Context: an optimization exercise on an open-source flow, tuned for small area, a short achievable clock period and few clock cycles. The choices shown serve that exercise and are no tape-out recipe. In this exercise RTL edits were held to simulation tests only and were not proved equivalent to the original. Power figures rest on the tool's default switching activity, not on a simulated workload.

`flow/config.mk`:
```
export PLATFORM = sky130hd
export DESIGN_NAME = chipmunk
export DESIGN_NICKNAME = chipmunk
export VERILOG_FILES = /design/flow/design.v
export SDC_FILE = /design/flow/constraint.sdc
export NUM_CORES = 4
export LEC_CHECK = 0
export ABC_AREA = 1
export CAP_MARGIN = 20
export CORE_MARGIN = 2
export CORE_UTILIZATION = 55
export SETUP_SLACK_MARGIN = 2.5
export SLEW_MARGIN = 20
export TNS_END_PERCENT = 1
```
`flow/constraint.sdc`:
```
create_clock -name core_clock -period 5.0 [get_ports {clk}]
set_input_delay 1.0000 -clock core_clock [delete_from_list [all_inputs] [get_ports {clk}]]
set_output_delay 1.0000 -clock core_clock [all_outputs]
set_load 0.01 [all_outputs]
```
`flow/design.v`:
```
module chipmunk
	#(parameter addrSize = 12)
	(input clk,
	 input reset,
	 input [addrSize-1:0] startPC,
	 input [7:0] dataBus,
	 output [7:0] dataBusWrite,
	 output [addrSize-1:0] addrBus,
	 output weMem,
	 output done);
	function [8:0] add8(input [7:0] a, input [7:0] b, input ci);
		reg [7:0] g, p, gg, pp, g2, p2;
		reg [8:0] c;
		integer i, d;
		begin
			g = a & b;
			p = a ^ b;
			gg = g;
			pp = p;
			for (d = 1; d < 8; d = d * 2) begin
				g2 = gg; p2 = pp;
				for (i = d; i < 8; i = i + 1) begin
					g2[i] = gg[i] | (pp[i] & gg[i-d]);
					p2[i] = pp[i] & pp[i-d];
				end
				gg = g2; pp = p2;
			end
			c[0] = ci;
			c[8:1] = gg | (pp & {8{ci}});
			add8 = {c[8], p ^ c[7:0]};
		end
	endfunction
	function [3:0] inc4(input [3:0] a);
		inc4 = {a[3] ^ (&a[2:0]), a[2] ^ (&a[1:0]), a[1] ^ a[0], !a[0]};
	endfunction
	function [3:0] dec4(input [3:0] a);
		dec4 = {a[3] ^ !(|a[2:0]), a[2] ^ !(|a[1:0]), a[1] ^ !a[0], !a[0]};
	endfunction
	function [11:0] inc12(input [11:0] a);
		integer i;
		begin
			for (i = 0; i < 12; i = i + 1)
				inc12[i] = a[i] ^ (&(a | ~((12'd1 << i) - 12'd1)));
		end
	endfunction
	function [7:0] inc8(input [7:0] a);
		integer i;
		begin
			for (i = 0; i < 8; i = i + 1)
				inc8[i] = a[i] ^ (&(a | ~((8'd1 << i) - 8'd1)) | (i == 0));
		end
	endfunction
	function [7:0] dec8(input [7:0] a);
		integer i;
		begin
			for (i = 0; i < 8; i = i + 1)
				dec8[i] = a[i] ^ (!(|(a & ((8'd1 << i) - 8'd1))));
		end
	endfunction
	reg [7:0] aReg, xReg, yReg;
	reg [5:0] spReg;
	reg nFlag, cFlag;
	reg [7:0] zVal;               
	wire zFlag = (zVal == 8'd0);
	reg sF, sO1, sO2, sP1, sP2, sM, sW, sR1, sR2, sBD, sC1, sC2, sPW;
	reg [11:0] ar;                
	reg [11:0] pc;                
	reg [7:0] ir;                 
	reg irValid;
	reg [7:0] dr;                 
	reg [3:0] hr;                 
	reg rc;                       
	reg wr;                       
	reg finished;
	reg xAluA, xAluX, xAluY, xSub, xUseC;    
	reg wsA, wsX, wsY, wsD;
	reg pX, pY;
	reg pR;                       
	reg rs;                       
	reg cx;                       
	assign addrBus = ar;
	assign weMem = !wr;
	assign done = finished;
	wire [5:0] f = ir[7:2];
	wire [1:0] ss = ir[1:0];
	wire iBr    = f[5:3] == 3'b111;
	wire iBsr   = f == 6'h39;
	wire iRmw   = f[5:3] == 3'b011 && f[0];
	wire iMem   = !f[5] && f[0] && f != 6'h07;       
	wire iSt    = f == 6'h21 || f == 6'h23 || f == 6'h25;
	wire iLdy   = f == 6'h28;
	wire iSty   = f == 6'h29;
	wire taken = !f[2] ? (!f[1] || (f[0] == nFlag)) :
	             (!f[1] ? (f[0] == zFlag) : (f[0] == cFlag));
	wire [5:0] bf = dataBus[7:2];
	wire [1:0] bs = dataBus[1:0];
	wire bStack = bf[5:3] == 3'b110;
	wire bRts   = bf == 6'h27;
	wire bMem   = !bf[5] && bf[0] && bf != 6'h07;
	wire bSt    = bf == 6'h21 || bf == 6'h23 || bf == 6'h25 || bf == 6'h29;
	wire bBr    = bf[5:3] == 3'b111;
	wire bPhp   = bf == 6'h30;
	wire [11:0] arInc = inc12(ar);
	wire [7:0]  spInc8 = inc8({2'b0, spReg});
	wire [7:0]  spDec8 = dec8({2'b0, spReg});
	wire [5:0]  spInc = spInc8[5:0];
	wire [5:0]  spDec = spDec8[5:0];
	wire spUp = (sF && (bRts || (bStack && bf[0]))) || sR1;
	wire spDown = (sW && (f[5:3] == 3'b110)) || sC1 || sC2;
	wire [5:0] spN = spUp ? spInc : (spDown ? spDec : spReg);
	wire [7:0] idx = ({8{pX}} & xReg) | ({8{pY}} & yReg) | ({8{pR}} & ar[7:0]);
	wire [8:0] idxIn = add8(dataBus, idx, pR);
	wire [3:0] tgtHi = (!pR || cx == rs) ? hr : (cx ? inc4(hr) : dec4(hr));
	wire [3:0] busHi = dataBus[3:0];
	wire [3:0] busHiInc = inc4(busHi);
	wire [11:0] idxA = {cx ? busHiInc : busHi, dr};
	reg nF, nO1, nO2, nP1, nP2, nM, nW, nR1, nR2, nBD, nC1, nC2, nPW;
	reg aInc, aPC, aSP, aHB, aIdx, aPtr, aHD, aHold;
	always @* begin
		{nF, nO1, nO2, nP1, nP2, nM, nW, nR1, nR2, nBD, nC1, nC2, nPW} = 13'b0;
		{aInc, aPC, aSP, aHB, aIdx, aPtr, aHD, aHold} = 8'b0;
		if (sF) begin
			if (bRts) begin nR1 = 1'b1; aSP = 1'b1; end
			else if (bPhp) begin nPW = 1'b1; aSP = 1'b1; end
			else if (bStack && !bf[0]) begin nW = 1'b1; aSP = 1'b1; end
			else if (bStack) begin nM = 1'b1; aSP = 1'b1; end
			else if (bs != 2'b00) begin nO1 = 1'b1; aInc = 1'b1; end
			else if (bMem) nM = 1'b1;                  
			else if (bSt) nW = 1'b1;                   
			else if (bBr) begin nBD = 1'b1; aInc = 1'b1; end
			else begin nF = 1'b1; aInc = 1'b1; end
		end
		if (sO1) begin
			if (ss[1]) begin nO2 = 1'b1; aInc = 1'b1; end
			else if (iMem) begin nM = 1'b1; aHB = 1'b1; end
			else if (iSt) begin nW = 1'b1; aHB = 1'b1; end
			else if (iLdy || iSty) begin nP1 = 1'b1; aHB = 1'b1; end
			else if (iBr && taken) begin
				if (iBsr) begin nC1 = 1'b1; aSP = 1'b1; end
				else begin nBD = 1'b1; aHold = 1'b1; end
			end
			else begin nF = 1'b1; aInc = 1'b1; end
		end
		if (sO2) begin
			if (iMem || iSt || (iSty && ss[0])) begin
				if (iMem) nM = 1'b1; else nW = 1'b1;
				aIdx = 1'b1;
			end
			else if (!ss[0] && (iLdy || iSty)) begin
				if (iLdy) nM = 1'b1; else nW = 1'b1;
				aIdx = 1'b1;
			end
			else if (iBr && taken) begin
				if (iBsr) begin nC1 = 1'b1; aSP = 1'b1; end
				else begin nF = 1'b1; aIdx = 1'b1; end
			end
			else begin nF = 1'b1; aInc = 1'b1; end
		end
		if (sP1) begin nP2 = 1'b1; aPtr = 1'b1; end
		if (sP2) begin
			if (iLdy) nM = 1'b1; else nW = 1'b1;
			aIdx = 1'b1;
		end
		if (sM) begin
			if (iRmw) begin nW = 1'b1; aHold = 1'b1; end
			else begin nF = 1'b1; aPC = 1'b1; end
		end
		if (sW) begin nF = 1'b1; aPC = 1'b1; end
		if (sPW) begin nW = 1'b1; aHold = 1'b1; end
		if (sR1) begin nR2 = 1'b1; aSP = 1'b1; end
		if (sR2) begin nF = 1'b1; aHB = 1'b1; end
		if (sBD) begin
			if (!taken) begin nF = 1'b1; aPC = 1'b1; end
			else if (iBsr) begin nC1 = 1'b1; aSP = 1'b1; end
			else begin nF = 1'b1; aHD = 1'b1; end
		end
		if (sC1) begin nC2 = 1'b1; aSP = 1'b1; end
		if (sC2) begin
			nF = 1'b1; aHD = 1'b1;
		end
	end
	wire [11:0] arN = ({12{aInc}} & arInc) |
	                  ({12{aPC}}  & pc) |
	                  ({12{aSP}}  & {6'b000111, spN}) |
	                  ({12{aHB}}  & {hr, dataBus}) |
	                  ({12{aIdx}} & idxA) |
	                  ({12{aPtr}} & {4'b0, inc8(dr)}) |
	                  ({12{aHD}}  & {tgtHi, dr});
	always @(posedge clk) begin
		if (!reset) begin
			{sF, sO1, sO2, sP1, sP2, sM, sW, sR1, sR2, sBD, sC1, sC2, sPW} <= 13'h1000;
			ar <= startPC;
			wr <= 1'b0;
		end else begin
			{sF, sO1, sO2, sP1, sP2, sM, sW, sR1, sR2, sBD, sC1, sC2, sPW} <=
				{nF, nO1, nO2, nP1, nP2, nM, nW, nR1, nR2, nBD, nC1, nC2, nPW};
			if (!aHold)
				ar <= arN;
			wr <= nW || nC1 || nC2;
		end
	end
	always @(posedge clk) begin
		if (!reset)
			finished <= 1'b0;
		else if (sF && dataBus == 8'h83)
			finished <= 1'b1;
	end
	always @(posedge clk) begin
		if (!reset)
			irValid <= 1'b0;
		else if (sF)
			irValid <= 1'b1;
	end
	always @(posedge clk)
		if (sF || sO1 || sO2)
			pc <= arInc;
	always @(posedge clk) begin
		if (!reset)
			spReg <= 6'd63;
		else
			spReg <= spN;
	end
	always @(posedge clk) begin
		if (sF) begin
			ir <= dataBus;
			dr <= {7'b0, bf[5:3] == 3'b101 && bf[2:1] != 2'b00};
			hr <= 4'b0;
		end
		if (sO1)
			dr <= dataBus;
		if (sO1 && pR) begin
			hr <= ar[11:8];
			rs <= dataBus[7];
		end
		if ((sO1 && (ss[1] || pR)) || sP1) begin
			dr <= idxIn[7:0];
			cx <= idxIn[8];
		end
		if (sO2)
			hr <= idxA[11:8];
		if (sR1)
			hr <= dataBus[3:0];
		if (sM) begin
			case (f[2:1])
				2'b00: dr <= {dataBus[6:0], cFlag};         
				2'b01: dr <= {cFlag, dataBus[7:1]};         
				2'b10: dr <= inc8(dataBus);                 
				default: dr <= dec8(dataBus);               
			endcase
			if (!iRmw)
				dr <= dataBus;
			rc <= f[1] ? dataBus[0] : dataBus[7];
		end
		if (sPW)
			dr <= {5'b0, nFlag, zFlag, cFlag};
	end
	always @(posedge clk) begin
		if (sF) begin
			xAluX <= bf == 6'h16 || bf == 6'h17 || bf == 6'h2C || bf == 6'h2D;
			xAluY <= bf == 6'h1C || bf == 6'h2E || bf == 6'h2F;
			xAluA <= !(bf == 6'h16 || bf == 6'h17 || bf == 6'h2C || bf == 6'h2D ||
			           bf == 6'h1C || bf == 6'h2E || bf == 6'h2F);
			xSub  <= bf[5:2] == 4'b0101 || bf == 6'h1C || (bf[5:3] == 3'b001 && bf[1]) ||
			         (bf[5:3] == 3'b101 && bf[0]);
			xUseC <= bf[5:2] == 4'b0011;
			wsA   <= bf == 6'h21 || bf == 6'h29 || bf == 6'h32;
			wsX   <= bf == 6'h23 || bf == 6'h34;
			wsY   <= bf == 6'h25 || bf == 6'h36;
			wsD   <= bf[5:3] == 3'b011 && bf[0] || bf == 6'h30;
			pX    <= bs == 2'b11 && (bMem || bSt || bBr);
			pY    <= (bf == 6'h28 || bf == 6'h29) && bs != 2'b11;
			pR    <= bBr && bs == 2'b01;
		end
	end
	wire xSelD = f[5:1] == 5'b00000 || f[5:1] == 5'b00001 || f[5:1] == 5'b00010 ||
	           f == 6'h19 || f == 6'h1B || f == 6'h1D || f == 6'h1F ||
	           f == 6'h28 || f == 6'h33 || f == 6'h35 || f == 6'h37;
	wire xSelS = f[5:3] == 3'b001 || f[5:2] == 4'b0101 || f == 6'h1C ||
	           (f[5:3] == 3'b101 && f[2:1] != 2'b00);
	wire xSelB = f[5:2] == 4'b0100;
	wire xSelH = f == 6'h18 || f == 6'h1A;
	wire xSelX = f == 6'h24 || f == 6'h26;
	wire xWA = f[5:1] == 5'b00000 || f[5:3] == 3'b001 || f[5:2] == 4'b0100 ||
	           f == 6'h18 || f == 6'h1A || f == 6'h24 || f == 6'h26 ||
	           f == 6'h28 || f[5:1] == 5'b10101 || f == 6'h33;
	wire xWX = f[5:1] == 5'b00001 || f[5:1] == 5'b10110 || f == 6'h35;
	wire xWY = f[5:1] == 5'b00010 || f[5:1] == 5'b10111 || f == 6'h37;
	wire xXA = f == 6'h22 || f == 6'h26;
	wire xNZ = f[5:3] == 3'b000 && f[2:1] != 2'b11 ||
	           f[5:3] == 3'b001 || f[5:2] == 4'b0100 || f[5:2] == 4'b0101 ||
	           f[5:2] == 4'b0110 || f == 6'h1C || f == 6'h1D || f == 6'h1F ||
	           (f[5:3] == 3'b101 && f[2:1] != 2'b00);
	wire xPLP = f == 6'h31;
	wire xCF = f[5:1] == 5'b00011;
	wire xCS = f[5:3] == 3'b001 || f[5:2] == 4'b0101 || f == 6'h1C;
	wire xCH = f == 6'h18 || f == 6'h1A;
	wire xCR = f == 6'h19 || f == 6'h1B;
	wire [7:0] aluL = ({8{xAluA}} & aReg) | ({8{xAluX}} & xReg) | ({8{xAluY}} & yReg);
	wire [8:0] sum = add8(aluL, xSub ? ~dr : dr, xUseC ? cFlag : xSub);
	wire [7:0] bitRes = ir[3] ? (aReg ^ dr) : ~(aReg | dr);
	wire [7:0] shRes = ir[3] ? {1'b0, aReg[7:1]} : {aReg[6:0], 1'b0};
	wire shC = ir[3] ? aReg[0] : aReg[7];
	wire [7:0] res = ({8{xSelD}} & dr) | ({8{xSelS}} & sum[7:0]) | ({8{xSelB}} & bitRes) |
	                 ({8{xSelH}} & shRes) | ({8{xSelX}} & xReg);
	wire ex = sF && irValid;
	always @(posedge clk) begin
		if (ex && xWA)
			aReg <= res;
		if (ex && (xWX || xXA))
			xReg <= ({8{xXA}} & aReg) | ({8{xSelD}} & dr) | ({8{xSelS}} & sum[7:0]);
		if (ex && xWY)
			yReg <= ({8{xSelD}} & dr) | ({8{xSelS}} & sum[7:0]);
		if (ex && xNZ) begin
			nFlag <= res[7];
			zVal <= res;
		end
		if (ex && xPLP) begin
			nFlag <= dr[2];
			zVal <= {7'b0, !dr[1]};
		end
		if (ex && (xCF || xCS || xCH || xCR || xPLP))
			cFlag <= (xCF & ir[2]) | (xCS & sum[8]) | (xCH & shC) | (xCR & rc) | (xPLP & dr[0]);
	end
	assign dataBusWrite = ({8{wsA}} & aReg) | ({8{wsX}} & xReg) | ({8{wsY}} & yReg) |
	                      ({8{wsD}} & dr) | ({8{sC1}} & pc[7:0]) | ({8{sC2}} & {4'b0, pc[11:8]});
endmodule
```
`flow/run.sh`:
```
#!/bin/bash
# synth_recipe.tcl (not shown) runs the flow's synth.tcl, then flattens the netlist and writes it again
# the make line also repeats each setting of config.mk as NAME=value (left out here)
make -C /OpenROAD-flow-scripts/flow DESIGN_CONFIG=/design/flow/config.mk WORK_HOME=/design/flow/orfs CLKGATE_MAP_FILE= SYNTH_SCRIPT=/design/flow/synth_recipe.tcl finish
```
==> impl_metrics.csv, run 1 <==
group,metric,value,unit
setup_path,path_cells,"buf_6, nand2_2, nand2_2, a221oi_2, nand3_1, buf_2",
sta,finalCriticalPeriod,2710,ps
synthesis,ys_seq_elements,115,
synthesis,netlist_area,8730,µm²
synthesis,ys_seq_area_share,35.6,%
cts,cts_tree,"built",
detailed_routing,ant_nets,0,
setup_path,cp_slowest_cell,"edfxtp_1",
power,p_seq_share,36.9,%
cts,numCtsBuffers,17,
setup_path,worstPathMaxFanout,6,
detailed_routing,vias,8816,
floorplanning,start_util,55.6,%
power,power.static_leakage,0.00462,µW
synthesis,yosys.cell_types.count,60,
final_layout,layout_commonest_cell,"nand2_1",
setup_path,crit_end,"dataBusWrite[0]",
place,place_hpwl,22.4,mm
power,ir_worst_vdd,252,µV
global_route,grtUsageTotal,35.6,%
detailed_routing,viasPerCell,5.94,
global_route,grt_max_degree,37,
cts,htree_levels,4,
cts,cts.sinks,115,
final_layout,multiInputGateArea,5080,µm²
floorplanning,num_io_pins,44,
sta,slew_headroom,30.3,%
synthesis,syn_area_per_cell,7.32,µm²
setup_path,r2r_cells,12,
floorplanning,rows,46,
sta,worst_pin_slew,1040,ps
job,cap_viol_max_count,0,
power,clkPwrFrac,29.7,%
final_layout,antenna_cells,0,
global_route,globalRouteOverflowTotal,0,
global_route,grt_pass1_wl,44.8,mm
final_layout,drive_gt1_share,16.9,%
setup_path,critPathMaxStageDelay,500,ps
floorplanning,dieArea,16900,µm²
cts,clock_latency,430,ps
floorplanning,die_h,130,µm
min_path,hp-start,"finished",
power,switchingPower,1460,µW
final_layout,final_cell_mix,"332 x nand2_1, 113 x inv_1, 103 x nor2_1",
synthesis,netlist_instances,1193,
floorplanning,die_w,130,µm
sta,finalSetupTns,0,ps
power,p_sw_share,38.6,%
detailed_routing,first_pass_iters,6,
setup_path,worstPathArrival,1710,ps
min_path,min_path_type,"register to register",
setup_path,cpMostUsedCell,"nand2_2",
sta,fin_skew,8.48,ps
sta,max_freq,0.369,GHz
floorplanning,core-area,15700,µm²
power,powerDensity,369,nW/µm²
setup_path,crit_type,"register to output port",
sta,fin_crit_sh,54.2,%
synthesis,ys.flop_type,"edfxtp_1",
detailed_routing,drt_iter0_markers,925,
detailed_routing,drc,0,
power,internal-power,2330,µW
setup_path,crit_path_start,"wsX",
synthesis,async_flop_share,0,%
cts,clockBufferDepth,2,
synthesis,synth_fp_nets,1259,
setup_path,r2r_start,"xSub",
place,port_buffers,43,
setup_path,crit_path_end_kind,"output port",
sta,finalHoldViolCount,0,
place,routabilityCongestion,0.981,
power,power_frac_comb,33.4,%
final_layout,regArea,3110,µm²
place,place_area,9250,µm²
final_layout,syn_to_final_growth,17.4,%
sta,slew_violations,0,
cts,cts-root-buf,"clkbuf_16",
run_status,status,"complete, no violations",
synthesis,yosysWarnings,1,
setup_path,startpoint_type,"register",
final_layout,fin_area,10300,µm²
global_route,antenna_found_initial,0,
final_layout,fillers,1399,
final_layout,final_nets,1322,
cts,clkTransAtPathRegs,60,ps
detailed_routing,routedWlPerCell,20.0,µm
sta,finalSetupViolCount,0,
setup_path,r2r_slack,2390,ps
global_route,grt_pass1_vias,8072,
setup_path,r2r-end,"aReg[7]",
sta,hold_ws,461,ps
detailed_routing,finalWirelength,29.7,mm
setup_path,worstPathRequired,4000,ps
synthesis,synth_edf_count,81,
sta,grt_setup_unrepaired,"true",
## flip-flops by register name, summed over array words and instances, names as in the netlist, 4 cells and up
register	flops
hr	4
xReg	8
ir	8
spReg	6
yReg	8
pc	12
zVal	8
ar	12
dr	8
aReg	8
## critical path, delay by kind of cell (launching register included)
| family | cells | cell delay, ps |
|---|---|---|
| and+or+nand+nor | 3 | 270 |
| AOI/OAI and AO/OA | 1 | 170 |
| DFF | 1 | 500 |
| buffers and inverters | 2 | 340 |
## layout make-up
class | instances | share of cell area [%]
Clock buffer | 17 | 4.15
Sequential cell | 115 | 30.4
Timing Repair Buffer | 87 | 7.03
Tap cell | 216 | 2.64
Clock inverter | 15 | 1.07
Inverter | 134 | 5.16
Multi-Input combinational cell | 901 | 49.6
## synthesized netlist by cell type, types with 15 or more instances
cell type,number,area (µm²)
a21oi_1,63,315
a221oi_1,15,131
clkbuf_1,22,82.6
dfxtp_1,34,681
edfxtp_1,81,2430
ha_1,42,526
inv_1,118,443
nand2_1,345,1290
nand2_2,19,119
nand3_1,76,380
nor2_1,108,405
nor3_1,16,80.1
o21ai_0,57,285
xor2_1,20,175
## repair_timing
action	CTS	global route
resized for setup	53	73
hold buffers	0	0
pin swaps	7	25
buffers inserted	19	18
setup endpoints to repair	91	99
## power by group through the flow
stage          registers [µW]  clock network, µW  logic, µW
2_1_floorplan            1310                  0        845
3_3_place_gp             1420                  0       1120
3_5_place_dp             1430                  0       1130
4_1_cts                  1400               1120       1170
5_1_grt                  1410               1160       1410
6_report                 1400               1120       1270
## stage by stage
stage | setup slack [ps] | power (µW) | cells | utilization, %
final | 2290 | 3790 | 1485 | 65.2
after global routing | 2240 | 3980 | 1485 | 65.2
after CTS | 2250 | 3690 | 1467 | 63.5
after detailed placement | 1210 | 2550 | 1416 | 58.8
after global placement | 1300 | 2540 | 1416 | 58.8
after floorplan | 2480 | 2160 | 1193 | -
## layer usage
| layer | track usage, % | up-vias | wire (µm) |
|---|---|---|---|
| met3 | 6.97 | 87 | 2690 |
| met5 | 0 | - | 0 |
| met4 | 14.6 | 0 | 1120 |
| met2 | 56.1 | 515 | 13600 |
| met1 | 48.3 | 4091 | 12300 |
| li1 | - | 4123 | - |
## logic make-up (layout without fill, tap and decap cells)
kind of cell,Yosys count,after routing,share of synthesized area [%]
buffers and inverters,177,253,8.67
adder cells (fa/ha/maj),44,44,6.48
XOR/XNOR,30,30,3.01
AND/OR/NAND/NOR,616,616,30.9
AO/OA/AOI/OAI,211,211,15.3
flip-flops,115,115,35.6
## worst min-delay path by stage
stage	end	slack (ps)	cells past startpoint
after global placement	zVal[7]	440	2
after detailed placement	zVal[4]	450	2
after CTS	zVal[4]	460	2
final	finished	460	2
after global routing	finished	500	2
after floorplan	irValid	420	2
Testbench counts, summed over its fixed seeds: cycles 328,514.
==> inputs of run 2 (changes only) <==
--- a/flow/design.v
+++ b/flow/design.v
@@ -254,23 +254,28 @@
 		if (sPW)
 			dr <= {5'b0, nFlag, zFlag, cFlag};
 	end
+	wire [7:0] cb = sF ? dataBus : ir;
+	wire [5:0] cf = cb[7:2];
+	wire [1:0] cs = cb[1:0];
+	wire cMem = !cf[5] && cf[0] && cf != 6'h07;
+	wire cSt  = cf == 6'h21 || cf == 6'h23 || cf == 6'h25 || cf == 6'h29;
+	wire cBr  = cf[5:3] == 3'b111;
+	wire cAluX = cf == 6'h16 || cf == 6'h17 || cf == 6'h2C || cf == 6'h2D;
+	wire cAluY = cf == 6'h1C || cf == 6'h2E || cf == 6'h2F;
 	always @(posedge clk) begin
-		if (sF) begin
-			xAluX <= bf == 6'h16 || bf == 6'h17 || bf == 6'h2C || bf == 6'h2D;
-			xAluY <= bf == 6'h1C || bf == 6'h2E || bf == 6'h2F;
-			xAluA <= !(bf == 6'h16 || bf == 6'h17 || bf == 6'h2C || bf == 6'h2D ||
-			           bf == 6'h1C || bf == 6'h2E || bf == 6'h2F);
-			xSub  <= bf[5:2] == 4'b0101 || bf == 6'h1C || (bf[5:3] == 3'b001 && bf[1]) ||
-			         (bf[5:3] == 3'b101 && bf[0]);
-			xUseC <= bf[5:2] == 4'b0011;
-			wsA   <= bf == 6'h21 || bf == 6'h29 || bf == 6'h32;
-			wsX   <= bf == 6'h23 || bf == 6'h34;
-			wsY   <= bf == 6'h25 || bf == 6'h36;
-			wsD   <= bf[5:3] == 3'b011 && bf[0] || bf == 6'h30;
-			pX    <= bs == 2'b11 && (bMem || bSt || bBr);
-			pY    <= (bf == 6'h28 || bf == 6'h29) && bs != 2'b11;
-			pR    <= bBr && bs == 2'b01;
-		end
+		xAluX <= cAluX;
+		xAluY <= cAluY;
+		xAluA <= !(cAluX || cAluY);
+		xSub  <= cf[5:2] == 4'b0101 || cf == 6'h1C || (cf[5:3] == 3'b001 && cf[1]) ||
+		         (cf[5:3] == 3'b101 && cf[0]);
+		xUseC <= cf[5:2] == 4'b0011;
+		wsA   <= cf == 6'h21 || cf == 6'h29 || cf == 6'h32;
+		wsX   <= cf == 6'h23 || cf == 6'h34;
+		wsY   <= cf == 6'h25 || cf == 6'h36;
+		wsD   <= cf[5:3] == 3'b011 && cf[0] || cf == 6'h30;
+		pX    <= cs == 2'b11 && (cMem || cSt || cBr);
+		pY    <= (cf == 6'h28 || cf == 6'h29) && cs != 2'b11;
+		pR    <= cBr && cs == 2'b01;
 	end
 	wire xSelD = f[5:1] == 5'b00000 || f[5:1] == 5'b00001 || f[5:1] == 5'b00010 ||
 	           f == 6'h19 || f == 6'h1B || f == 6'h1D || f == 6'h1F ||
--- a/flow/config.mk
+++ b/flow/config.mk
@@ -11,4 +11,4 @@
 export CORE_UTILIZATION = 55
 export SETUP_SLACK_MARGIN = 2.5
 export SLEW_MARGIN = 20
-export TNS_END_PERCENT = 1
+export TNS_END_PERCENT = 5
==> run 2 against run 1 <==
Effect of this change:
- still clean
- power grew 16%
- sequential share of layout area down 1.5 points
- cell count grew 1.8%
- first-iteration DRC count increased by 15%
- area after synthesis down 2.4%
- design area down 0.34%
==> impl_metrics.csv, run 2 <==
group,metric,value,unit
synthesis,synth_fp_nets,1306,
detailed_routing,viasPerCell,6.09,
floorplanning,die_h,128,µm
setup_path,cp_slowest_cell,"edfxtp_1",
global_route,antenna_found_initial,0,
power,power.static_leakage,0.00468,µW
power,total_power,4380,µW
final_layout,largestRegisters,"ar: 12 flops, pc: 12 flops",
synthesis,synth.top_cell.area_share,21.5,%
detailed_routing,drt_iter0_markers,1066,
synthesis,netlist_area,8520,µm²
setup_path,worstPathArrival,1570,ps
final_layout,fillers,1382,
detailed_routing,finalWirelength,30.3,mm
detailed_routing,routedWlPerCell,20.0,µm
synthesis,ys_seq_area_share,34.2,%
detailed_routing,ant_nets,0,
setup_path,path_cells,"nand2_2, o21ai_4, a21oi_1, nand4_1, clkdlybuf4s15_2",
final_layout,regArea,2950,µm²
synthesis,synth_top_area_cell,"edfxtp_1",
floorplanning,die_w,128,µm
cts,clock_latency,430,ps
setup_path,worstPathMaxFanout,2,
final_layout,final_cell_mix,"346 x nand2_1, 133 x nor2_1, 129 x inv_1",
sta,hold_ws,450,ps
setup_path,worstPathRequired,4000,ps
setup_path,crit_type,"register to output port",
floorplanning,start_util,56.3,%
synthesis,yosys.cell_types.count,55,
cts,ctsHoldBuffers,0,
floorplanning,core-area,15100,µm²
final_layout,syn_to_final_growth,19.9,%
sta,finalSetupViolCount,0,
detailed_routing,first_pass_iters,5,
power,ir_worst_vdd,344,µV
floorplanning,rows,45,
setup_path,r2r_slack,2490,ps
sta,slew_headroom,49.8,%
sta,fin_skew,9.22,ps
synthesis,syn_area_per_cell,6.87,µm²
synthesis,synth_area_leaders,"edfxtp_1 21%, nand2_1 16%, dfxtp_1 13%",
synthesis,ys.flop_type,"edfxtp_1",
floorplanning,num_io_pins,44,
sta,finalSetupTns,0,ps
final_layout,drive_gt1_share,15.0,%
global_route,globalRouteOverflowTotal,0,
setup_path,crit_buf_inv,1,
sta,fin_crit_sh,51.5,%
synthesis,ys_seq_elements,115,
global_route,grt_pass1_wl,45.9,mm
cts,cts-root-buf,"clkbuf_16",
global_route,grtUsageTotal,36.6,%
cts,cts_tree,"built",
setup_path,startpoint_type,"register",
power,powerDensity,429,nW/µm²
sta,grt_setup_unrepaired,"true",
sta,finalCriticalPeriod,2570,ps
place,place_hpwl,22.0,mm
place,routabilityCongestion,1.02,
synthesis,yosysWarnings,1,
setup_path,cpLargestDelayFamily,"flip-flops",
final_layout,final_nets,1376,
place,port_buffers,43,
detailed_routing,drc,0,
run_status,status,"complete, no violations",
cts,cts.sinks,115,
setup_path,critPathMaxStageDelay,440,ps
setup_path,crit_path_end_kind,"output port",
sta,slew_violations,0,
min_path,min_path_type,"register to register",
sta,finalHoldViolCount,0,
global_route,grt_max_degree,35,
synthesis,synth_edf_count,61,
floorplanning,dieArea,16500,µm²
sta,max_freq,0.389,GHz
synthesis,synthTopCellsByCount,"353 x nand2_1, 138 x inv_1, 138 x nor2_1",
sta,worst_pin_slew,751,ps
global_route,grt_pass1_vias,8558,
job,cap_viol_max_count,0,
final_layout,layout_commonest_cell,"nand2_1",
cts,clockBufferDepth,2,
cts,clkTransAtPathRegs,60,ps
synthesis,netlist_instances,1241,
final_layout,multiInputGateArea,5080,µm²
cts,numCtsBuffers,17,
synthesis,async_flop_share,0,%
detailed_routing,vias,9215,
cts,htree_levels,4,
final_layout,antenna_cells,0,
synthesis,synth.most_common_cell,"nand2_1",
[run 2: changes by cell type in the layout (fill, tap and decap cells not counted), sizes merged, moves of 11 or more]
| cell | previous run | this run |
|---|---|---|
| edfxtp | 81 | 61 |
| dfxtp | 34 | 54 |
| nor2 | 127 | 149 |
| inv | 134 | 145 |
| o21ai | 70 | 95 |
[run 2: stage by stage]
stage	utilization, %	area [µm²]	cells	setup slack, ps
after floorplan	-	8520	1241	2490
after global placement	59.4	9000	1434	1430
after detailed placement	59.4	9000	1434	1370
after CTS	66.0	10000	1496	2440
after global routing	67.5	10200	1512	2400
final	67.5	10200	1512	2430
[run 2: layout make-up]
cell class / instances / area share (%)
clock buffer: 17 / 4.16
clock inverter: 15 / 1.76
inverter: 149 / 5.82
multi-input combinational: 937 / 49.7
sequential: 115 / 28.9
tap: 188 / 2.30
timing repair buffer: 91 / 7.36
[run 2: per-layer routing]
layer  GRT usage, %  wire length [µm]
met1           47.6             12200
met5              0                 0
met4           16.9              1300
met3           6.65              2910
met2           59.5             13900
[run 2: cells by family after synthesis]
kind of cell | count (synthesis) | share of synthesized area (%)
AO/OA/AOI/OAI | 232 | 16.0
adder cells (fa/ha/maj) | 43 | 6.49
flip-flops | 115 | 34.2
XOR/XNOR | 30 | 3.08
buffers and inverters | 191 | 9.23
AND/OR/NAND/NOR | 630 | 31.1
[run 2: timing repair]
action                                  in CTS  in global routing
setup buffers                               29                 15
gates cloned                                 1                  1
pin swaps                                    7                 10
resized for setup                          111                 55
endpoints found under the setup margin      92                 76
[run 2: path summary, 6_finish.rpt]
path | cells after the start | endpoint | from
worst max register to register | 13 | xReg[4] | dr[1]
worst min-delay path | 2 | zVal[3] | zVal[3]
worst max-delay path | 5 | dataBusWrite[2] | pc[10]
worst min register to register | 2 | zVal[3] | zVal[3]
[run 2: where the power goes]
group,switching [µW],internal [µW]
Sequential,242,1220
Clock,482,787
Combinational,1040,607
[run 2: worst min-delay path, stage by stage, from the launching register on]
cell	delay, ps
dfxtp_1	310
nand2_1	60
nand2_1	40
Testbench counts of run 2, summed over its fixed seeds: cycles 328,514.
==> inputs of run 3 (changes only) <==
--- a/flow/config.mk
+++ b/flow/config.mk
@@ -9,6 +9,6 @@
 export CAP_MARGIN = 20
 export CORE_MARGIN = 2
 export CORE_UTILIZATION = 55
-export SETUP_SLACK_MARGIN = 2.5
+export SETUP_SLACK_MARGIN = 2.8
 export SLEW_MARGIN = 20
 export TNS_END_PERCENT = 5
==> run 3 against run 2 <==
Effect of this change:
- clock-buffer cell count grew 5
- die area did not move
- hold slack improved by 3.7 ps
- worst setup slack got worse by 27 ps
- routed wire length rose by 3.7%
- synthesized cell count unchanged
- via count up 0.55%
- flip-flop and latch count did not move
- global-route usage up 1.2 points
- register-to-register slack worse by 40 ps
- critical endpoint is now dataBusWrite[7]
==> impl_metrics.csv, run 3 <==
group,metric,value,unit
power,p_sw_share,38.4,%
detailed_routing,routedWlPerCell,20.5,µm
power,switchingPower,1840,µW
min_path,hp-start,"zVal[6]",
detailed_routing,met3_length,3.39,mm
final_layout,drive_gt1_share,20.0,%
synthesis,yosys.cell_types.count,55,
detailed_routing,vias,9266,
synthesis,synth.top_cell.area_share,21.5,%
sta,setup_slack,2400,ps
synthesis,netlist_instances,1241,
cts,htree_levels,4,
global_route,grt_max_degree,25,
setup_path,worstPathArrival,1600,ps
sta,finalSetupViolCount,0,
setup_path,r2r_cells,13,
place,place_hpwl,21.6,mm
floorplanning,num_io_pins,44,
cts,cts-root-buf,"clkbuf_16",
synthesis,synth.most_common_cell,"nand2_1",
final_layout,layout_commonest_cell,"nand2_1",
floorplanning,core-area,15100,µm²
cts,clkTransAtPathRegs,60,ps
sta,worst_pin_slew,725,ps
detailed_routing,drc,0,
synthesis,yosysWarnings,1,
sta,grt_setup_unrepaired,"true",
final_layout,syn_to_final_growth,26.8,%
power,p_seq_share,30.6,%
place,placed_cells,1435,
setup_path,r2r-end,"xReg[4]",
place,dp_slack,1310,ps
cts,numCtsBuffers,17,
run_status,status,"complete, no violations",
detailed_routing,drt_iter0_markers,1208,
sta,max_freq,0.385,GHz
cts,clockBufferDepth,2,
floorplanning,dieArea,16500,µm²
min_path,min_path_cells,2,
final_layout,antenna_cells,0,
synthesis,synth_fp_nets,1306,
floorplanning,start_util,56.3,%
setup_path,crit_type,"register to output port",
detailed_routing,top_layer,"met4",
setup_path,worstPathMaxFanout,2,
synthesis,synth_top_area_cell,"edfxtp_1",
synthesis,netlist_area,8520,µm²
sta,fin_crit_sh,52.0,%
power,powerDensity,443,nW/µm²
global_route,grtUsageTotal,37.8,%
detailed_routing,ant_nets,0,
synthesis,async_flop_share,0,%
synthesis,ys_seq_elements,115,
sta,fin_skew,10.5,ps
power,clkPwrFrac,29.5,%
cts,clock_latency,430,ps
power,power.static_leakage,0.00494,µW
sta,finalSetupTns,0,ps
final_layout,fillers,1241,
final_layout,final_cell_mix,"322 x nand2_1, 129 x nor2_1, 124 x inv_1",
setup_path,startpoint_type,"register",
final_layout,stdcell_count,1533,
cts,cts.sinks,115,
floorplanning,die_w,128,µm
power,ir_worst_vdd,327,µV
synthesis,ys_seq_area_share,34.2,%
global_route,antenna_found_initial,0,
synthesis,ys.flop_type,"edfxtp_1",
place,port_buffers,43,
cts,ctsHoldBuffers,0,
sta,finalHoldViolCount,0,
setup_path,r2r_start,"dr[1]",
setup_path,crit_path_end_kind,"output port",
min_path,min_path_type,"register to register",
synthesis,synthTopCellsByCount,"353 x nand2_1, 138 x inv_1, 138 x nor2_1",
floorplanning,rows,45,
setup_path,worstPathRequired,4000,ps
global_route,grt_pass1_vias,8737,
setup_path,r2r_slack,2450,ps
sta,slew_headroom,51.5,%
detailed_routing,finalWirelength,31.4,mm
detailed_routing,wl_met2,14.5,mm
detailed_routing,viasPerCell,6.04,
sta,hold_ws,453,ps
job,cap_viol_max_count,0,
sta,slew_violations,0,
synthesis,synth_edf_count,61,
global_route,grt_pass1_wl,47.1,mm
place,routabilityCongestion,0.959,
cts,cts_tree,"built",
detailed_routing,first_pass_iters,8,
power,total_power,4790,µW
power,internal-power,2950,µW
final_layout,final_nets,1397,
detailed_routing,wl_met1,11.8,mm
min_path,hold_path_end,"zVal[6]",
floorplanning,die_h,128,µm
final_layout,largestRegisters,"ar: 12 flops, pc: 12 flops",
global_route,globalRouteOverflowTotal,0,
synthesis,syn_area_per_cell,6.87,µm²
power,power_frac_comb,39.9,%
synthesis,synth_area_leaders,"edfxtp_1 21%, nand2_1 16%, dfxtp_1 13%",
sta,finalCriticalPeriod,2600,ps
[run 3: cell families (layout without fill, tap and decap cells)]
family          after synthesis  in the layout  share of synthesized area, %
simple gates                630            631                          31.1
compound gates              232            233                          16.0
xor+xnor                     30             30                          3.08
buf+inv                     191            293                          9.23
flops                       115            115                          34.2
fa+ha+maj                    43             43                          6.49
[run 3: how the worst max path moves through the flow]
stage | start | endpoint | slack [ps] | cells after the start
2_1_floorplan | dataBus[4] | ar[7] | 2490 | 15
3_3_place_gp | dataBus[5] | ar[0] | 1410 | 14
3_5_place_dp | dataBus[5] | ar[4] | 1310 | 14
4_1_cts | aReg[7] | dataBusWrite[7] | 2460 | 5
5_1_grt | aReg[7] | dataBusWrite[7] | 2380 | 5
6_report | aReg[7] | dataBusWrite[7] | 2400 | 5
[run 3: repair_timing]
action                     4_1_cts  5_1_grt
buffers inserted                41       21
gates resized for setup        185       59
pin swaps                       28       21
setup endpoints to repair      145      126
gates cloned                     4        0
[run 3: area by class of cell]
cell class	instances	area, µm²	area share (%)
inverters	149	598	5.53
clock buffers	22	464	4.30
repair buffers	112	1040	9.60
well taps	188	235	2.18
multi-input cells	937	5310	49.1
clock inverters	10	204	1.89
flip-flops and latches	115	2960	27.4
[run 3: per-stage QoR]
step,cell area (µm²),utilization [%]
finish,10800,71.4
global placement,9000,59.4
global route,10800,71.4
CTS,10400,68.8
detailed placement,9000,59.4
floorplan,8520,-
[run 3: worst max-delay path, cell delays in order, from the launching register on]
cell,delay (ps)
edfxtp_1,420
nand2_1,100
nand2_2,70
a221oi_4,280
o21ai_1,140
buf_2,170
[run 3: power by group through the flow]
stage | clock [µW] | combinational [µW] | sequential, µW
final | 1410 | 1910 | 1460
after detailed placement | 0 | 1450 | 1470
after CTS | 1400 | 1620 | 1450
after global routing | 1450 | 2080 | 1470
after global placement | 0 | 1440 | 1470
after floorplan | 0 | 1110 | 1330
[run 3: metal layers]
layer	GRT usage [%]	up-vias
li1	-	4313
met1	47.5	4199
met2	61.1	609
met3	8.61	145
met4	19.6	0
met5	0	-
==> inputs of run 4 (changes only) <==
--- a/flow/config.mk
+++ b/flow/config.mk
@@ -9,6 +9,6 @@
 export CAP_MARGIN = 20
 export CORE_MARGIN = 2
 export CORE_UTILIZATION = 55
-export SETUP_SLACK_MARGIN = 2.8
+export SETUP_SLACK_MARGIN = 2.2
 export SLEW_MARGIN = 20
 export TNS_END_PERCENT = 5
==> run 4 against run 3 <==
Effect of this change:
- power is 11% lower
- critical path type unchanged
- clock power down 9.9%
- routed wire length fell by 8.0%
==> impl_metrics.csv, run 4 <==
group,metric,value,unit
sta,slew_violations,0,
cts,htree_levels,4,
final_layout,layout_commonest_cell,"nand2_1",
synthesis,synth_area_leaders,"edfxtp_1 21%, nand2_1 16%, dfxtp_1 13%",
floorplanning,dieArea,16500,µm²
synthesis,synthTopCellsByCount,"353 x nand2_1, 138 x inv_1, 138 x nor2_1",
place,routabilityCongestion,1.02,
global_route,top_usage_layer,"met2",
place,dp_slack,1370,ps
synthesis,yosys.cell_types.count,55,
cts,cts.sinks,115,
synthesis,synth_top_area_cell,"edfxtp_1",
global_route,grt_pass1_wl,44.6,mm
cts,cts_tree,"built",
cts,clockBufferDepth,2,
detailed_routing,routedWlPerCell,19.6,µm
final_layout,largestRegisters,"ar: 12 flops, pc: 12 flops",
power,p_seq_share,34.7,%
sta,slew_headroom,34.6,%
synthesis,synth_edf_count,61,
final_layout,regArea,2920,µm²
detailed_routing,viasPerCell,6.02,
synthesis,synth.top_cell.area_share,21.5,%
min_path,min_path_type,"register to register",
synthesis,netlist_instances,1241,
sta,fin_skew,9.04,ps
sta,hold_ws,449,ps
place,place_area,9000,µm²
detailed_routing,first_pass_iters,5,
place,port_buffers,43,
setup_path,r2r-end,"xAluA",
setup_path,crit_path_end_kind,"output port",
final_layout,drive_gt1_share,8.26,%
job,cap_viol_max_count,0,
synthesis,syn_area_per_cell,6.87,µm²
setup_path,crit_buf_inv,2,
final_layout,syn_to_final_growth,14.4,%
sta,grt_setup_unrepaired,"true",
floorplanning,rows,45,
detailed_routing,vias,8863,
floorplanning,die_h,128,µm
setup_path,worstPathRequired,4000,ps
power,power.static_leakage,0.00450,µW
final_layout,multiInputGateArea,4910,µm²
cts,cts-root-buf,"clkbuf_16",
run_status,status,"complete, no violations",
sta,finalSetupViolCount,0,
synthesis,async_flop_share,0,%
synthesis,ys.flop_type,"edfxtp_1",
sta,fin_crit_sh,60.7,%
sta,max_freq,0.329,GHz
power,total_power,4240,µW
setup_path,crit_cells,5,
setup_path,crit_end,"dataBusWrite[0]",
synthesis,yosysWarnings,1,
power,internal-power,2550,µW
setup_path,worstPathMaxFanout,6,
final_layout,final_nets,1336,
final_layout,fin_area,9750,µm²
global_route,globalRouteOverflowTotal,0,
sta,finalCriticalPeriod,3040,ps
global_route,use_met1,45.8,%
final_layout,final_cell_mix,"353 x nand2_1, 137 x nor2_1, 134 x inv_1",
setup_path,path_cells,"clkinvlp_4, o21ai_2, a21oi_1, nand4_1, clkdlybuf4s50_1",
floorplanning,start_util,56.3,%
setup_path,cpLargestDelayFamily,"buffers and inverters",
setup_path,r2r_start,"sF",
global_route,grtUsageTotal,35.6,%
synthesis,synth.most_common_cell,"nand2_1",
floorplanning,num_io_pins,44,
sta,worst_pin_slew,980,ps
floorplanning,die_w,128,µm
global_route,grt_pass1_vias,8345,
synthesis,ys_seq_area_share,34.2,%
setup_path,crit_type,"register to output port",
power,p_sw_share,40.0,%
setup_path,worstPathArrival,2040,ps
synthesis,synth_fp_nets,1306,
sta,finalSetupTns,0,ps
setup_path,startpoint_type,"register",
setup_path,r2r_slack,2180,ps
power,clkPwrFrac,29.9,%
sta,finalHoldViolCount,0,
cts,numCtsBuffers,17,
synthesis,netlist_area,8520,µm²
power,switchingPower,1700,µW
final_layout,antenna_cells,0,
global_route,grt_max_degree,35,
synthesis,ys_seq_elements,115,
power,powerDensity,435,nW/µm²
global_route,grt_use_met3,7.23,%
power,power_frac_comb,35.4,%
global_route,antenna_found_initial,0,
sta,setup_slack,1960,ps
setup_path,r2r_cells,9,
place,place_hpwl,22.0,mm
detailed_routing,drt_iter0_markers,912,
global_route,grt.met2_usage,58.1,%
cts,clkTransAtPathRegs,60,ps
final_layout,fillers,1445,
detailed_routing,ant_nets,0,
detailed_routing,finalWirelength,28.9,mm
floorplanning,core-area,15100,µm²
setup_path,cp_slowest_cell,"clkdlybuf4s50_1",
setup_path,crit_path_start,"sC1",
setup_path,critPathMaxStageDelay,550,ps
cts,clock_latency,430,ps
power,ir_worst_vdd,335,µV
detailed_routing,drc,0,
[run 4: cell counts after synthesis]
No cell type changed its count.
[run 4: layout make-up]
class | instances | share of cell area (%)
Multi-Input combinational cell | 935 | 50.4
Tap cell | 188 | 2.41
Inverter | 149 | 5.90
Clock inverter | 15 | 1.85
Timing Repair Buffer | 53 | 5.14
Sequential cell | 115 | 30.0
Clock buffer | 17 | 4.36
[run 4: routing by layer]
metal  vias up  wire length [µm]
met5         -                 0
met4         0               988
met3        80              2930
met2       500             13300
met1      4090             11700
li1       4193                 -
[run 4: worst register-to-register path: cells and delay by family, from the launching register on]
kind | cells | cell delay (ps)
AOI/OAI and AO/OA | 2 | 390
buffers and inverters | 3 | 610
DFF | 1 | 960
and+or+nand+nor | 4 | 730
[run 4: cell families (layout without fill, tap and decap cells)]
family	Yosys count	after routing	share of synthesized area, %
buffers and inverters	191	234	9.23
XOR/XNOR	30	30	3.08
AND/OR/NAND/NOR	630	630	31.1
AO/OA/AOI/OAI	232	232	16.0
adder cells (fa/ha/maj)	43	43	6.49
flip-flops	115	115	34.2
[run 4: what timing repair did]
| action | in CTS | in global routing |
|---|---|---|
| hold buffers | 0 | 0 |
| setup buffers | 4 | 2 |
| pin swaps | 1 | 1 |
| endpoints found under the setup margin | 48 | 60 |
| resized for setup | 24 | 17 |
[run 4: how the worst min path moves through the flow]
stage                       start  cells past startpoint       to
after global placement    zVal[7]                      2  zVal[7]
after floorplan           irValid                      2  irValid
final                     zVal[7]                      2  zVal[7]
after CTS                 zVal[7]                      2  zVal[7]
after detailed placement  zVal[7]                      2  zVal[7]
after global routing      zVal[5]                      2  zVal[5]
[run 4: metrics by stage]
stage          std cells  util (%)
5_1_grt             1472      64.4
3_5_place_dp        1434      59.4
4_1_cts             1470      63.8
2_1_floorplan       1241         -
6_report            1472      64.4
3_3_place_gp        1434      59.4
[run 4: power by group through the flow]
stage          combinational [µW]  clock [µW]  sequential [µW]
4_1_cts                      1470        1270             1450
5_1_grt                      1670        1310             1480
3_5_place_dp                 1460           0             1470
3_3_place_gp                 1440           0             1470
6_report                     1500        1270             1470
2_1_floorplan                1100           0             1330
==> inputs of run 5 (changes only) <==
--- a/flow/config.mk
+++ b/flow/config.mk
@@ -9,6 +9,6 @@
 export CAP_MARGIN = 20
 export CORE_MARGIN = 2
 export CORE_UTILIZATION = 55
-export SETUP_SLACK_MARGIN = 2.2
+export SETUP_SLACK_MARGIN = 2.6
 export SLEW_MARGIN = 20
 export TNS_END_PERCENT = 5
==> run 5 against run 4 <==
Effect of this change:
- still clean
- hold slack gained 4.4 ps
- routed wire length increased by 4.9%
- register-to-register slack better by 280 ps
- utilization up 4.0 points
- critical path type unchanged
==> impl_metrics.csv, run 5 <==
group,metric,value,unit
cts,clkTransAtPathRegs,60,ps
place,routabilityCongestion,0.959,
sta,finalSetupViolCount,0,
floorplanning,num_io_pins,44,
synthesis,synth.most_common_cell,"nand2_1",
synthesis,syn_area_per_cell,6.87,µm²
final_layout,antenna_cells,0,
setup_path,crit_path_end_kind,"output port",
synthesis,ys_seq_area_share,34.2,%
min_path,hp-start,"zVal[6]",
cts,cts-root-buf,"clkbuf_16",
sta,finalSetupTns,0,ps
floorplanning,core-area,15100,µm²
detailed_routing,vias,9119,
cts,clockBufferDepth,2,
floorplanning,start_util,56.3,%
final_layout,drive_gt1_share,15.3,%
cts,cts.sinks,115,
final_layout,largestRegisters,"ar: 12 flops, pc: 12 flops",
setup_path,r2r_start,"dr[1]",
detailed_routing,drt_iter0_markers,1004,
floorplanning,rows,45,
global_route,grt_pass1_vias,8612,
place,place_area,9000,µm²
global_route,grtUsageTotal,37.3,%
sta,hold_ws,454,ps
detailed_routing,ant_nets,0,
setup_path,startpoint_type,"register",
power,ir_worst_vdd,317,µV
synthesis,netlist_area,8520,µm²
global_route,grt_pass1_wl,46.6,mm
sta,max_freq,0.387,GHz
final_layout,final_nets,1374,
cts,clock_latency,430,ps
sta,finalHoldViolCount,0,
synthesis,synthXorXnorAreaFrac,3.08,%
synthesis,yosys.cell_types.count,55,
synthesis,post_synth_fa_ha_maj_area_fraction,6.49,%
place,place_hpwl,21.6,mm
min_path,min_path_cells,2,
setup_path,worstPathMaxFanout,2,
job,cap_viol_max_count,0,
synthesis,yosysWarnings,1,
cts,cts_tree,"built",
place,port_buffers,43,
detailed_routing,finalWirelength,30.3,mm
sta,fin_crit_sh,51.7,%
place,placed_cells,1435,
final_layout,syn_to_final_growth,21.6,%
final_layout,stdcell_count,1510,
floorplanning,die_w,128,µm
sta,fin_skew,8.33,ps
global_route,globalRouteOverflowTotal,0,
synthesis,synth_top_family_by_area,"simple AND/OR/NAND/NOR gates",
detailed_routing,routedWlPerCell,20.1,µm
cts,ctsHoldBuffers,0,
detailed_routing,first_pass_iters,7,
final_layout,layout_commonest_cell,"nand2_1",
setup_path,r2r_cells,11,
power,powerDensity,438,nW/µm²
place,dp_slack,1310,ps
floorplanning,die_h,128,µm
floorplanning,dieArea,16500,µm²
sta,finalCriticalPeriod,2580,ps
final_layout,fin_area,10400,µm²
synthesis,muxShareOfSynthArea,0,%
setup_path,r2r-end,"aReg[3]",
sta,grt_setup_unrepaired,"true",
run_status,status,"complete, no violations",
synthesis,synth_edf_count,61,
setup_path,crit_type,"register to output port",
synthesis,synth_simple_gate_area_share,31.1,%
sta,setup_slack,2420,ps
global_route,antenna_found_initial,0,
synthesis,ys.flop_type,"edfxtp_1",
final_layout,final_cell_mix,"340 x nand2_1, 131 x nor2_1, 128 x inv_1",
detailed_routing,viasPerCell,6.04,
synthesis,synth_top_area_cell,"edfxtp_1",
synthesis,synth.top_cell.area_share,21.5,%
setup_path,worstPathArrival,1580,ps
synthesis,async_flop_share,0,%
cts,htree_levels,4,
synthesis,ys_seq_elements,115,
setup_path,worstPathRequired,4000,ps
setup_path,r2r_slack,2460,ps
global_route,grt_max_degree,32,
min_path,hold_path_end,"zVal[6]",
min_path,min_path_type,"register to register",
synthesis,synth_area_leaders,"edfxtp_1 21%, nand2_1 16%, dfxtp_1 13%",
power,power.static_leakage,0.00477,µW
synthesis,synth_compound_area_share,16.0,%
sta,slew_violations,0,
synthesis,netlist_instances,1241,
sta,slew_headroom,53.8,%
detailed_routing,drc,0,
synthesis,synth_fp_nets,1306,
sta,worst_pin_slew,691,ps
synthesis,synthTopCellsByCount,"353 x nand2_1, 138 x inv_1, 138 x nor2_1",
cts,numCtsBuffers,17,
-- run 5: report_power, final --
group	leakage (µW)	switching (µW)	total, µW	internal (µW)
Clock	0.000328	451	1410	960
Sequential	0.00105	239	1460	1220
Combinational	0.00339	1040	1660	623
Total	0.00477	1730	4540	2810
-- run 5: how the worst max path moves through the flow --
stage	endpoint	depth (start not counted)	start
after global placement	ar[0]	14	dataBus[5]
after floorplan	ar[7]	15	dataBus[4]
final	dataBusWrite[7]	5	aReg[7]
after detailed placement	ar[4]	14	dataBus[5]
after CTS	dataBusWrite[4]	5	aReg[4]
after global routing	dataBusWrite[6]	5	aReg[6]
-- run 5: timing repair --
item | in CTS | in global routing
endpoints found under the hold margin | 0 | 0
endpoints found under the setup margin | 132 | 86
gates resized for setup | 135 | 37
cloned | 3 | 0
pin swaps | 18 | 5
setup buffers | 25 | 15
-- run 5: worst max-delay path: stages (launching register included) --
cell	delay (ps)
edfxtp_1	420
nand2_1	100
nand2_2	60
a221oi_4	280
o21ai_1	140
buf_2	170
-- run 5: through the flow --
stage                     util (%)  power [µW]
after floorplan                  -        2440
after global placement        59.4        2910
after detailed placement      59.4        2920
after CTS                     67.1        4420
after global routing          68.4        4760
final                         68.4        4540
-- run 5: cell type report --
type	instances	area, µm²
inverter	149	591
multi-input combinational	937	5130
clock inverter	10	204
tap	188	235
sequential	115	2950
clock buffer	22	464
fill	1303	4780
timing repair buffer	89	795
-- run 5: per-layer routing --
metal  GRT usage [%]  part of all wire (%)
met4            17.5                   4.6
met5               0                     0
met2            60.5                    46
met1            47.7                    39
met3            7.73                    11
-- run 5: cell families (layout without fill, tap and decap cells) --
group                      Yosys count  in the layout
and+or+nand+nor                    630            631
adders and majority gates           43             43
DFF                                115            115
AOI/OAI and AO/OA                  232            233
xor gates and xnor gates            30             30
buffers and inverters              191            270
==> inputs of run 6 (changes only) <==
--- a/flow/config.mk
+++ b/flow/config.mk
@@ -9,6 +9,6 @@
 export CAP_MARGIN = 20
 export CORE_MARGIN = 2
 export CORE_UTILIZATION = 55
-export SETUP_SLACK_MARGIN = 2.6
+export SETUP_SLACK_MARGIN = 2.4
 export SLEW_MARGIN = 20
 export TNS_END_PERCENT = 5
==> run 6 against run 5 <==
Effect of this change:
- first-iteration DRC count fell by 4.5%
- still clean on timing, DRC and antenna
- highest routed layer unchanged
- critical endpoint is now dataBusWrite[6]
- utilization fell by 3.2 points
- hold slack got worse by 4.7 ps
==> impl_metrics.csv, run 6 <==
group,metric,value,unit
floorplanning,start_util,56.3,%
setup_path,r2r_start,"ir[4]",
sta,slew_violations,0,
detailed_routing,finalWirelength,29.6,mm
power,p_seq_share,34.2,%
floorplanning,die_w,128,µm
detailed_routing,viasPerCell,6.06,
final_layout,drive_gt1_share,10.2,%
setup_path,startpoint_type,"register",
sta,fin_crit_sh,56.0,%
final_layout,layout_commonest_cell,"nand2_1",
synthesis,ys_seq_area_share,34.2,%
place,placed_cells,1434,
final_layout,fin_area,9880,µm²
sta,fin_skew,8.03,ps
power,p_sw_share,40.2,%
cts,clockBufferDepth,2,
final_layout,syn_to_final_growth,15.9,%
floorplanning,dieArea,16500,µm²
synthesis,synthTopCellsByCount,"353 x nand2_1, 138 x inv_1, 138 x nor2_1",
final_layout,final_nets,1346,
setup_path,cpLargestDelayFamily,"flip-flops",
synthesis,yosysWarnings,1,
power,clkPwrFrac,29.7,%
synthesis,syn_area_per_cell,6.87,µm²
power,power.static_leakage,0.00458,µW
sta,finalSetupViolCount,0,
synthesis,synth_top_area_cell,"edfxtp_1",
cts,cts_tree,"built",
synthesis,synth_fp_nets,1306,
cts,clock_latency,430,ps
setup_path,worstPathMaxFanout,4,
final_layout,finish.utilization,65.2,%
detailed_routing,vias,8979,
global_route,grt_use_met3,6.94,%
final_layout,antenna_cells,0,
setup_path,cpMostUsedCell,"nand2_1",
final_layout,largestRegisters,"ar: 12 flops, pc: 12 flops",
setup_path,worstPathRequired,4000,ps
sta,slew_headroom,50.2,%
floorplanning,num_io_pins,44,
run_status,status,"complete, no violations",
cts,clkTransAtPathRegs,60,ps
floorplanning,core-area,15100,µm²
global_route,grtUsageTotal,36.0,%
cts,htree_levels,4,
cts,cts.sinks,115,
setup_path,crit_path_start,"aReg[6]",
sta,finalSetupTns,0,ps
setup_path,path_cells,"nand2_1, nand2_1, a221oi_2, o21ai_0, dlygate4sd2_1",
cts,numCtsBuffers,17,
setup_path,critPathMaxStageDelay,450,ps
global_route,antenna_found_initial,0,
detailed_routing,ant_nets,0,
detailed_routing,routedWlPerCell,20.0,µm
place,place_area,9000,µm²
global_route,use_met1,46.4,%
power,powerDensity,433,nW/µm²
global_route,grt_pass1_wl,45.1,mm
sta,worst_pin_slew,745,ps
place,port_buffers,43,
synthesis,synth_edf_count,61,
global_route,grt_pass1_vias,8420,
global_route,globalRouteOverflowTotal,0,
setup_path,worstPathArrival,1800,ps
synthesis,netlist_instances,1241,
synthesis,yosys.cell_types.count,55,
global_route,grt_max_degree,35,
sta,finalHoldViolCount,0,
global_route,grt.met2_usage,58.6,%
min_path,min_path_type,"register to register",
synthesis,synth_area_leaders,"edfxtp_1 21%, nand2_1 16%, dfxtp_1 13%",
detailed_routing,drc,0,
setup_path,crit_type,"register to output port",
setup_path,cp_slowest_cell,"edfxtp_1",
final_layout,stdcell_count,1482,
floorplanning,rows,45,
cts,cts-root-buf,"clkbuf_16",
power,total_power,4280,µW
power,power_frac_comb,36.1,%
synthesis,async_flop_share,0,%
power,switchingPower,1720,µW
global_route,top_usage_layer,"met2",
power,ir_worst_vdd,334,µV
synthesis,ys.flop_type,"edfxtp_1",
power,internal-power,2560,µW
sta,finalCriticalPeriod,2800,ps
floorplanning,die_h,128,µm
detailed_routing,drt_iter0_markers,959,
setup_path,crit_path_end_kind,"output port",
synthesis,ys_seq_elements,115,
final_layout,final_cell_mix,"353 x nand2_1, 137 x nor2_1, 132 x inv_1",
min_path,hp-start,"zVal[7]",
detailed_routing,first_pass_iters,6,
job,cap_viol_max_count,0,
synthesis,synth.most_common_cell,"nand2_1",
place,routabilityCongestion,1.02,
sta,max_freq,0.357,GHz
synthesis,netlist_area,8520,µm²
synthesis,synth.top_cell.area_share,21.5,%
sta,grt_setup_unrepaired,"true",
cts,ctsHoldBuffers,0,
place,place_hpwl,22.0,mm
setup_path,crit_buf_inv,1,
-- run 6: logic make-up after synthesis --
family | count (synthesis) | share of synthesized area (%)
AOI/OAI and AO/OA | 232 | 16.0
adders and majority gates | 43 | 6.49
buffers and inverters | 191 | 9.23
and+or+nand+nor | 630 | 31.1
DFF | 115 | 34.2
xor gates and xnor gates | 30 | 3.08
-- run 6: final timing paths --
path / end / slack [ps] / depth (start not counted)
max: dataBusWrite[6] / 2200 / 5
max reg2reg: zVal[0] / 2330 / 11
min: zVal[7] / 450 / 2
min reg2reg: zVal[7] / 450 / 2
-- run 6: stage by stage --
step	setup slack, ps	hold slack (ps)
2_1_floorplan	2490	423
3_3_place_gp	1430	440
3_5_place_dp	1370	442
4_1_cts	2170	453
5_1_grt	2140	479
6_report	2200	449
-- run 6: power groups by stage --
| stage | clock network, µW | registers, µW | logic, µW |
|---|---|---|---|
| after floorplan | 0 | 1330 | 1100 |
| final | 1270 | 1460 | 1540 |
| after detailed placement | 0 | 1470 | 1460 |
| after global placement | 0 | 1470 | 1440 |
| after CTS | 1270 | 1440 | 1490 |
| after global routing | 1310 | 1470 | 1700 |
-- run 6: repair_timing --
| action | CTS | global route |
|---|---|---|
| pin swaps | 5 | 3 |
| buffers inserted | 14 | 1 |
| resized for setup | 61 | 18 |
| gates cloned | 0 | 1 |
| setup endpoints to repair | 76 | 75 |
-- run 6: layer usage --
| layer | part of all wire [%] | routed length (µm) | vias up |
|---|---|---|---|
| met5 | 0 | 0 | - |
| met4 | 4.3 | 1270 | 0 |
| met3 | 11 | 3180 | 103 |
| met2 | 46 | 13500 | 534 |
| met1 | 39 | 11700 | 4126 |
| li1 | - | - | 4216 |
-- run 6: tightest hold or removal path: cells and delay by family (launching register included) --
kind | cells | cell delay [ps]
flip-flops | 1 | 300
AND/OR/NAND/NOR | 2 | 100
-- run 6: layout make-up --
type / count / area, µm²
Multi-Input combinational cell: 936 / 4940
Timing Repair Buffer: 62 / 577
Clock buffer: 17 / 425
Clock inverter: 15 / 180
Inverter: 149 / 583
Sequential cell: 115 / 2930
Fill cell: 1430 / 5270
Tap cell: 188 / 235
==> inputs of run 7 (changes only) <==
--- a/flow/config.mk
+++ b/flow/config.mk
@@ -8,7 +8,7 @@
 export ABC_AREA = 1
 export CAP_MARGIN = 20
 export CORE_MARGIN = 2
-export CORE_UTILIZATION = 55
-export SETUP_SLACK_MARGIN = 2.4
+export CORE_UTILIZATION = 65
+export SETUP_SLACK_MARGIN = 2.5
 export SLEW_MARGIN = 20
 export TNS_END_PERCENT = 5
==> run 7 against run 6 <==
Effect of this change:
- still clean on timing, DRC and antenna
- register-to-register slack better by 70 ps
- cell count up 1.0%
- clock power down 3%
- clock skew up 1.5 ps
- critical endpoint is now dataBusWrite[1]
==> impl_metrics.csv, run 7 <==
group,metric,value,unit
run_status,status,"complete, no violations",
sta,fin_crit_sh,52.2,%
synthesis,netlist_area,8520,µm²
final_layout,antenna_cells,0,
cts,cts.sinks,115,
power,p_seq_share,32.7,%
detailed_routing,finalWirelength,31.5,mm
synthesis,yosysWarnings,1,
detailed_routing,drt_iter0_markers,1739,
power,power_frac_comb,39.8,%
place,port_buffers,43,
global_route,grt_max_degree,35,
sta,finalSetupTns,0,ps
detailed_routing,wl_met1,11.0,mm
synthesis,syn_area_per_cell,6.87,µm²
final_layout,layout_commonest_cell,"nand2_1",
power,p_sw_share,40.0,%
setup_path,worstPathArrival,1610,ps
place,routabilityCongestion,1.04,
final_layout,largestRegisters,"ar: 12 flops, pc: 12 flops",
setup_path,worstPathRequired,4000,ps
sta,worst_pin_slew,714,ps
place,placed_cells,1420,
sta,finalHoldViolCount,0,
sta,slew_violations,0,
cts,clockBufferDepth,2,
power,ir_worst_vdd,339,µV
setup_path,cp_slowest_cell,"edfxtp_1",
final_layout,final_nets,1378,
synthesis,netlist_instances,1241,
power,switchingPower,1790,µW
place,place_hpwl,21.1,mm
synthesis,ys_seq_area_share,34.2,%
synthesis,synth_edf_count,61,
floorplanning,num_io_pins,44,
final_layout,syn_to_final_growth,21.0,%
setup_path,worstPathMaxFanout,5,
final_layout,stdcell_count,1497,
sta,slew_headroom,52.2,%
power,powerDensity,432,nW/µm²
floorplanning,die_w,119,µm
cts,clock_latency,430,ps
synthesis,ys_seq_elements,115,
sta,fin_skew,9.55,ps
detailed_routing,top_layer,"met4",
setup_path,crit_type,"register to output port",
global_route,grt_pass1_vias,8990,
cts,numCtsBuffers,17,
synthesis,synth.most_common_cell,"nand2_1",
min_path,min_path_cells,2,
floorplanning,dieArea,14000,µm²
final_layout,fin_area,10300,µm²
final_layout,drive_gt1_share,15.4,%
place,place_area,8990,µm²
synthesis,synth_area_leaders,"edfxtp_1 21%, nand2_1 16%, dfxtp_1 13%",
detailed_routing,drc,0,
setup_path,r2r_cells,11,
synthesis,ys.flop_type,"edfxtp_1",
global_route,grtUsageTotal,43.3,%
power,internal-power,2680,µW
sta,hold_ws,449,ps
cts,htree_levels,4,
floorplanning,die_h,119,µm
synthesis,synth_top_area_cell,"edfxtp_1",
global_route,antenna_found_initial,0,
synthesis,yosys.cell_types.count,55,
min_path,min_path_type,"register to register",
synthesis,async_flop_share,0,%
cts,cts-root-buf,"clkbuf_16",
cts,ctsHoldBuffers,0,
synthesis,synthTopCellsByCount,"353 x nand2_1, 138 x inv_1, 138 x nor2_1",
power,clkPwrFrac,27.5,%
sta,grt_setup_unrepaired,"true",
detailed_routing,met3_length,4.28,mm
sta,finalSetupViolCount,0,
global_route,grt_pass1_wl,47.1,mm
setup_path,path_cells,"buf_4, nand2_1, nand4_1, dlygate4sd2_1",
detailed_routing,first_pass_iters,6,
floorplanning,core-area,12700,µm²
detailed_routing,routedWlPerCell,21.0,µm
synthesis,synth_fp_nets,1306,
final_layout,final_cell_mix,"340 x nand2_1, 131 x nor2_1, 125 x inv_1",
cts,cts_tree,"built",
global_route,globalRouteOverflowTotal,0,
detailed_routing,vias,9588,
setup_path,crit_path_end_kind,"output port",
detailed_routing,viasPerCell,6.40,
setup_path,startpoint_type,"register",
sta,finalCriticalPeriod,2610,ps
synthesis,synth.top_cell.area_share,21.5,%
setup_path,critPathMaxStageDelay,530,ps
sta,max_freq,0.383,GHz
floorplanning,start_util,67.0,%
job,cap_viol_max_count,0,
cts,clkTransAtPathRegs,60,ps
detailed_routing,wl_met2,14.0,mm
floorplanning,rows,41,
detailed_routing,ant_nets,0,
power,power.static_leakage,0.00472,µW
==> run 7: cell counts after synthesis <==
Identical to the previous run, type by type.
==> run 7: worst paths after layout <==
path	slack, ps	endpoint	from
max	2390	dataBusWrite[1]	dr[1]
min	450	zVal[3]	zVal[3]
max reg2reg	2400	aReg[3]	dr[1]
min reg2reg	450	zVal[3]	zVal[3]
==> run 7: stage by stage <==
step,power (µW),utilization [%],worst slack (ps)
2_1_floorplan,2430,-,2490
3_3_place_gp,2870,70.7,1450
3_5_place_dp,2910,70.7,1350
5_1_grt,4630,81.1,2320
6_report,4460,81.1,2390
4_1_cts,4190,78.8,2400
==> run 7: power by group through the flow <==
stage	logic, µW	registers [µW]	clock network (µW)
finish	1780	1460	1230
global placement	1420	1450	0
CTS	1550	1430	1210
floorplan	1100	1330	0
detailed placement	1460	1450	0
global route	1910	1460	1250
==> run 7: logic make-up after synthesis <==
family,Yosys count,synth area share (%)
flip-flops,115,34.2
AO/OA/AOI/OAI,232,16.0
XOR/XNOR,30,3.08
AND/OR/NAND/NOR,630,31.1
adder cells (fa/ha/maj),43,6.49
buffers and inverters,191,9.23
==> run 7: cell type report <==
type	count	area, µm²
Tap cell	172	215
Clock inverter	10	134
Multi-Input combinational cell	937	5140
Fill cell	882	2410
Inverter	149	599
Clock buffer	21	450
Sequential cell	115	2940
Timing Repair Buffer	93	836
==> run 7: timing repair <==
item / 4_1_cts / 5_1_grt
endpoints found under the setup margin: 90 / 75
pin swaps: 19 / 12
gates resized for setup: 108 / 52
cloned: 2 / 1
buffers inserted: 29 / 14
==> run 7: routing by layer <==
metal | vias up | global-route usage, %
li1 | 4274 | -
met1 | 4251 | 53.5
met2 | 861 | 67.6
met3 | 202 | 10.7
met4 | 0 | 27.7
met5 | - | 0
==> run 7: worst max-delay path, delay by kind of cell (launching register included) <==
| family | cells | cell delay, ps |
|---|---|---|
| and+or+nand+nor | 2 | 150 |
| buffers and inverters | 2 | 500 |
| DFF | 1 | 530 |

[what the ideal ports hide]
How much do the figures lean on ideal ports? The routed layouts below were timed once more, with nothing changed but the port constraints. Step 1 sets driving cells, clkbuf_16 on the clock port and buf_2 on the other inputs (assumed; they add their load-dependent delay and slew). Step 2 also shifts input and output timing later by t, the mid clock arrival at the registers, as if the neighbouring blocks saw the same clock. Slacks: ideal ports / drivers / drivers and shift; pairs: ideal ports / drivers.
run | t (ns) | slack for setup (ns) | latest minus earliest clock arrival (ns) | worst register clock-pin slew, ns
run 1 | 0.463 | 2.292 / 2.251 / 1.953 | 0.009 / 0.008 | 0.06 / 0.06
run 2 | 0.469 | 2.427 / 2.381 / 2.051 | 0.009 / 0.009 | 0.06 / 0.06
run 3 | 0.475 | 2.400 / 2.353 / 2.156 | 0.011 / 0.012 | 0.06 / 0.06
run 4 | 0.470 | 1.963 / 1.919 / 1.720 | 0.009 / 0.009 | 0.06 / 0.06
run 5 | 0.470 | 2.415 / 2.367 / 2.079 | 0.009 / 0.009 | 0.06 / 0.06
run 6 | 0.473 | 2.198 / 2.153 / 1.848 | 0.008 / 0.009 | 0.06 / 0.06
run 7 | 0.464 | 2.392 / 2.350 / 1.968 | 0.010 / 0.010 | 0.06 / 0.06
After both steps setup and hold are still met in every run listed. For run 7, which loses most, drivers alone change the setup slack by -0.042 ns; drivers and shift together by -0.424 ns.
